This design comes from an exercise in tuning for small area on the open sky130 flow, not from production work.
In this exercise RTL edits were held to simulation tests only and were not proved equivalent to the original.
The flow treats the clock pin as an ideal source. Dropping or thinning the clock tree relies on that and would not hold on a real chip.
Power is estimated from default activity; no workload was simulated.

==> 01-11: inputs <==
==> flow/design.v (excerpt) <==
module calc_core(clk, rst, key_valid, key_value, ready, seg);
==> module calc_core, before the edit <==
module calc_core(clk, rst, key_valid, key_value, ready, seg);
	input         clk;
	input         rst;
	input         key_valid;
	input  [3:0]  key_value;
	output        ready;
	output [47:0] seg;
	reg    [11:0] nd;     
	reg    [19:0] r;      
	reg    [23:0] dsp;    
	reg           c;      
	reg           ar;     
	reg    [1:0]  op;     
	reg           busy;
	reg           ph;     
	reg    [4:0]  cnt;
	wire          is_op, is_clr, is_eq, is_dig;
	wire   [3:0]  dcode;
	wire   [9:0]  nb;
	wire   [11:0] nn;
	wire   [15:0] opc   = {4'd15, 4'd14, 4'd13, 4'd12};
	wire   [15:0] issym = 16'b1111x0000000000x;
	wire   [23:0] dd;
assign ready = ~busy;
wire take = key_valid & ~busy;
sign_reg   u_key (.key_value(key_value), .is_op(is_op), .is_clr(is_clr),
                  .is_eq(is_eq), .is_dig(is_dig), .dcode(dcode));
number_reg u_num (.nd(nd), .dcode(dcode), .nn(nn), .nb(nb));
wire [10:0] acc  = dsp[23:13];
wire        div  = c & (op == 2'd3);
wire        mul  = c & (op == 2'd2);
wire        sub  = c & (op == 2'd1);
wire        rbit = (r[0] ^ sub) & c;
wire        addn = mul ? r[0] : (cnt == 5'd0);
wire [10:0] b_in = div ? ~{1'b0, nb} : (addn ? {1'b0, nb} : 11'd0);
wire [11:0] sum  = {1'b0, acc} + {1'b0, b_in} + {11'd0, div | (~mul & rbit)};
wire        q    = sum[11];
wire        last = (ph | ~div) ? (cnt == 5'd19) : (cnt == 5'd20);
processor  u_dd  (.d(dsp), .cin(r[19]), .o(dd));
drive_tube u_seg (.dsp(dsp), .seg(seg));
wire [23:0] ZERO = {20'd0, 4'd10};
always @(posedge clk) begin
	if (rst) begin
		nd   <= {8'd0, 4'd10};
		r    <= 20'd0;
		dsp  <= ZERO;
		c    <= 1'b0;
		ar   <= 1'b0;
		op   <= 2'd0;
		ph   <= 1'b0;
		busy <= 1'b0;
		cnt  <= 5'd0;
	end
	else if (busy) begin
		cnt <= last ? 5'd0 : cnt + 5'd1;
		if (!ph) begin
			if (div) begin
				dsp[23:13] <= {q ? sum[9:0] : acc[9:0], r[19]};
				r          <= {r[18:0], q};
			end
			else begin
				dsp[23:13] <= {1'b0, sum[10:1]};
				r          <= {sum[0] ^ sub, r[19:1]};
			end
			if (last) begin
				if (c) begin
					ph  <= 1'b1;
					dsp <= ZERO;
				end
				else begin
					busy       <= 1'b0;
					dsp[23:13] <= 11'd0;
					nd         <= {8'd0, 4'd10};
				end
			end
		end
		else begin
			dsp <= dd;
			r   <= {r[18:0], r[19]};
			if (last) busy <= 1'b0;
		end
	end
	else if (take) begin
		if (is_dig) begin
			nd <= nn;
			if (!c) dsp <= {12'd0, nn};
			else if (issym[dsp[3:0]]) begin
				dsp  <= ZERO;
				busy <= 1'b1;
				ph   <= 1'b1;
			end
		end
		if (is_op) begin
			ar  <= 1'b1;
			op  <= key_value[3:2];
			dsp <= {20'd0, opc[4*key_value[3:2] +: 4]};
			ph  <= 1'b0;
			if (c) nd <= {8'd0, 4'd10};
			else   busy <= 1'b1;
		end
		if (is_clr) begin
			ar  <= 1'b0;
			c   <= 1'b0;
			r   <= 20'd0;
			nd  <= {8'd0, 4'd10};
			dsp <= ZERO;
		end
		if (is_eq) begin
			c    <= 1'b1;
			ph   <= ~ar;
			busy <= 1'b1;
			dsp  <= ZERO;
		end
	end
end
endmodule
Settings: LEC_CHECK=0, CAP_MARGIN=20, CORE_MARGIN=2, CORE_UTILIZATION=40, PLACE_DENSITY=0.6, SLEW_MARGIN=20; clock period 60.0 ns.
standard.sh (not shown) runs the stock make flow with config.mk's settings and CLKGATE_MAP_FILE= SYNTH_SCRIPT=/design/flow/synth_recipe.tcl, a recipe that flattens the netlist after the stock synthesis.
==> flow/flow/run.sh <==
#!/bin/bash
# The standard layout (standard.sh) with area-oriented settings:
# - synthesis through flow/synth.tcl, which is synth_recipe.tcl with the ABC
#   script swapped for flow/area.abc (deep AIG optimisation, then area
#   mapping); no adder-cell extraction (ADDER_MAP_FILE empty). Registers are
#   mapped exactly as in the standard synthesis.
# - one-site port buffers (every input and output port is buffered).
# - a two-level clock tree built by flow/cts.tcl (six leaf clock buffers
#   at the centres of six register groups, one root buffer on the clock
#   port) in place of ORFS's clock_tree_synthesis.
# All tool output goes to standard.log and ORFS's own logs under orfs/.
F=$(pwd)/flow
export MY_ABC_SCRIPT=$F/area.abc
bash standard.sh ADDER_MAP_FILE= SYNTH_SCRIPT=$F/synth.tcl \
	"BUFFER_PORTS_ARGS=-buffer_cell sky130_fd_sc_hd__buf_1" \
	PRE_CTS_TCL=$F/cts.tcl \
	finish > standard.log 2>&1
==> flow/flow/area.abc <==
strash
&get -n
&fraig -x
&put
scorr
dc2
dretime
strash
&get -n
&deepsyn -I 8 -T 240
&put
amap
==> flow/flow/cts.tcl <==
# Sourced before ORFS's CTS step (PRE_CTS_TCL): a two-level clock tree in
# place of clock_tree_synthesis.
# The registers are split into six groups: three columns by x position,
# each halved by y position; each group's clock pins are driven by one leaf clock buffer at
# the group's centre, and one root buffer drives the leaf buffers.
rename clock_tree_synthesis __orfs_clock_tree_synthesis
proc clock_tree_synthesis { args } {
  set block [ord::get_db_block]
  set dbu [$block getDbUnitsPerMicron]
  set regs {}
  foreach inst [$block getInsts] {
    if { [[$inst getMaster] isSequential] } {
      set box [$inst getBBox]
      lappend regs [list $inst [expr { ([$box xMin] + [$box xMax]) / 2.0 }] \
        [expr { ([$box yMin] + [$box yMax]) / 2.0 }]]
    }
  }
  set xs [lsort -real [lmap r $regs { lindex $r 1 }]]
  set n3 [expr { [llength $xs] / 3 }]
  set x1 [lindex $xs $n3]
  set x2 [lindex $xs [expr { 2 * $n3 }]]
  set groups [dict create]
  foreach r $regs {
    set x [lindex $r 1]
    set g [expr { $x < $x1 ? 0 : ($x < $x2 ? 2 : 4) }]
    dict lappend groups $g $r
  }
  set final [dict create]
  foreach g [dict keys $groups] {
    set rs [dict get $groups $g]
    set ys [lsort -real [lmap r $rs { lindex $r 2 }]]
    set ym [lindex $ys [expr { [llength $ys] / 2 }]]
    foreach r $rs {
      dict lappend final [expr { $g + ([lindex $r 2] < $ym ? 0 : 1) }] $r
    }
  }
  set k 0
  foreach g [lsort [dict keys $final]] {
    set rs [dict get $final $g]
    set sx 0.0
    set sy 0.0
    set pins {}
    foreach r $rs {
      set sx [expr { $sx + [lindex $r 1] }]
      set sy [expr { $sy + [lindex $r 2] }]
      set inst [lindex $r 0]
      foreach it [$inst getITerms] {
        if { [[$it getMTerm] getSigType] eq "CLOCK" || [[$it getMTerm] getName] eq "CLK" } {
          lappend pins [get_pins [$inst getName]/[[$it getMTerm] getName]]
        }
      }
    }
    set n [llength $rs]
    set x [expr { $sx / $n / $dbu }]
    set y [expr { $sy / $n / $dbu }]
    puts "leaf clock buffer $k at ($x, $y) for $n registers"
    insert_buffer -buffer_cell sky130_fd_sc_hd__clkbuf_8 -net clk -load_pins $pins \
      -location [list $x $y] -buffer_name clkbuf_leaf_$k -net_name clknet_leaf_$k
    incr k
  }
  set die [$block getCoreArea]
  set x [expr { ([$die xMin] + [$die xMax]) / 2.0 / $dbu }]
  set y [expr { ([$die yMin] + [$die yMax]) / 2.0 / $dbu }]
  insert_buffer -buffer_cell sky130_fd_sc_hd__clkbuf_8 -net clk \
    -location [list $x $y] -buffer_name clkbuf_root -net_name clknet_root
  set_propagated_clock [all_clocks]
}
Other scripts of this flow, unchanged in this note and not shown: flow/flow/synth.tcl
==> 07-15: changes against 01-11 <==
--- a/flow/design.v
+++ b/flow/design.v
@@ -154,9 +154,6 @@
 		ar   <= 1'b0;
-		op   <= 2'd0;
-		ph   <= 1'b0;
 		busy <= 1'b0;
-		cnt  <= 5'd0;
 	end
 	else if (busy) begin
-		cnt <= last ? 5'd0 : cnt + 5'd1;
+		cnt <= cnt + 5'd1;
 		if (!ph) begin
@@ -171,2 +168,3 @@
 			if (last) begin
+				cnt <= 5'd0;
 				if (c) begin
@@ -189,2 +187,3 @@
 	else if (take) begin
+		cnt <= 5'd0;
 		if (is_dig) begin
==> flow/flow/run.sh (replaced) <==
#!/bin/bash
# The standard layout (standard.sh), with area-oriented synthesis and
# buffering: no adder-cell extraction, an area-oriented ABC script (run
# through flow/synth.tcl, which is synth_recipe.tcl with the ABC script
# swapped), one-site port buffers and mid-size clock buffers.
F=$(pwd)/flow
export MY_ABC_SCRIPT=$F/area.abc
bash standard.sh ADDER_MAP_FILE= SYNTH_SCRIPT=$F/synth.tcl \
	"BUFFER_PORTS_ARGS=-buffer_cell sky130_fd_sc_hd__buf_1" \
	"CTS_BUF_LIST=sky130_fd_sc_hd__clkbuf_8" \
	finish > standard.log 2>&1
==> flow/flow/area.abc (replaced) <==
strash
&get -n
&fraig -x
&put
scorr
dc2
dretime
strash
&get -n
&dch -f
&nf -R 1000
&put
strash
&get -n
&dch -f
&nf -R 1000
&put
removed: flow/flow/cts.tcl
==> results.txt <==
- Run status: complete, no violations
* HPWL Detailed: 9968 µm
* Post-synthesis compound-gate area fraction: 30.02%
- Starting density of the core: 41.39%
* Worst clock skew: 9.392 ps
- Synth cell types: 43
- Worst-case setup margin in the final layout: 46060 ps
- Counting the inverters off the clock network in the layout gives 15.
- Aggregate global-route resource usage: 21.29%
* Post-synthesis average cell area: 6.614 µm²
- For this run, global-route usage on met2 was measured as 34.42%.
* Delay contributed by the slowest stage of the critical path: 590 ps
* Met2 wire length: 6584 µm
- In this run, the clock network consumes 33.1% of the power.
* Max IR drop VDD: 0.01387 mV
* Vias post-DR: 5577
- Multi-input gates account for 62.21% of the area.
- Top cell type's share of synthesized area: 23.56%
* GR Layer Usage met1: 29.63%
[end of results for 07-15]
==> results.txt <==
- The flow ran to the end and the layout has no timing, DRC or antenna violations.
- Across the VDD grid, the largest voltage drop is 0.01567 mV.
* Aggregate global-route resource usage: 20.11%
* Worst-case setup margin in the final layout: 45380 ps
- Number of flip-flops in the largest register: 24
- Share of the final layout cell area in multi-input gates: 53.67%
* HPWL Detailed: 9334 µm
- Worst clock skew: 24.20 ps
* Non-Clock Inverter Count: 108
- In this run the worst setup path terminates at dsp[15]$_SDFFE_PP0P_.
* Fraction of met2 tracks used by global routing: 32.70%
* Starting density of the core: 41.57%
- For this block, the via count after detailed routing is 4857.
- For this run, the leading register cell type out of synthesis is sky130_fd_sc_hd__dfxtp_1.
* Register with the highest flop count: dsp
- Synth cell types: 37
- The synthesized netlist devotes 36.26% of its cell area to compound gates.
* Delay contributed by the slowest stage of the critical path: 700 ps
- Dividing the synthesized area by the synthesized cell count gives 6.601 µm².
* Top cell type's share of synthesized area: 30.97%
[end of results for 01-11]
The clock cells of 01-11 come from the design's own scripts or RTL, not from TritonCTS.

[afterwards: timing with drivers on the ports]
How much do the figures lean on ideal ports? The routed layouts below were timed once more, with nothing changed but the port constraints. Step 1: set_driving_cell puts a clkbuf_16 on clk and a buf_2 on each other input, an assumption about the parent block. Step 2 times the ports against the registers' clock, not the clock port: input delays grow and output delays shrink by t, the midpoint of the rising clock arrivals with the driver on. Three values: no drivers, after step 1, after step 2; two values: the first two.
run | t (ns) | setup slack, ns | slew at the worst register clock pin (ns)
01-11 | 0.364 | 45.381 / 45.393 / 45.029 | 0.09 / 0.09
07-15 | 0.393 | 46.062 / 46.030 / 45.873 | 0.08 / 0.08
After both steps setup and hold are still met in every run listed. The setup slack of 01-11, which loses most, moves by +0.012 ns with the drivers and by -0.352 ns with both steps.
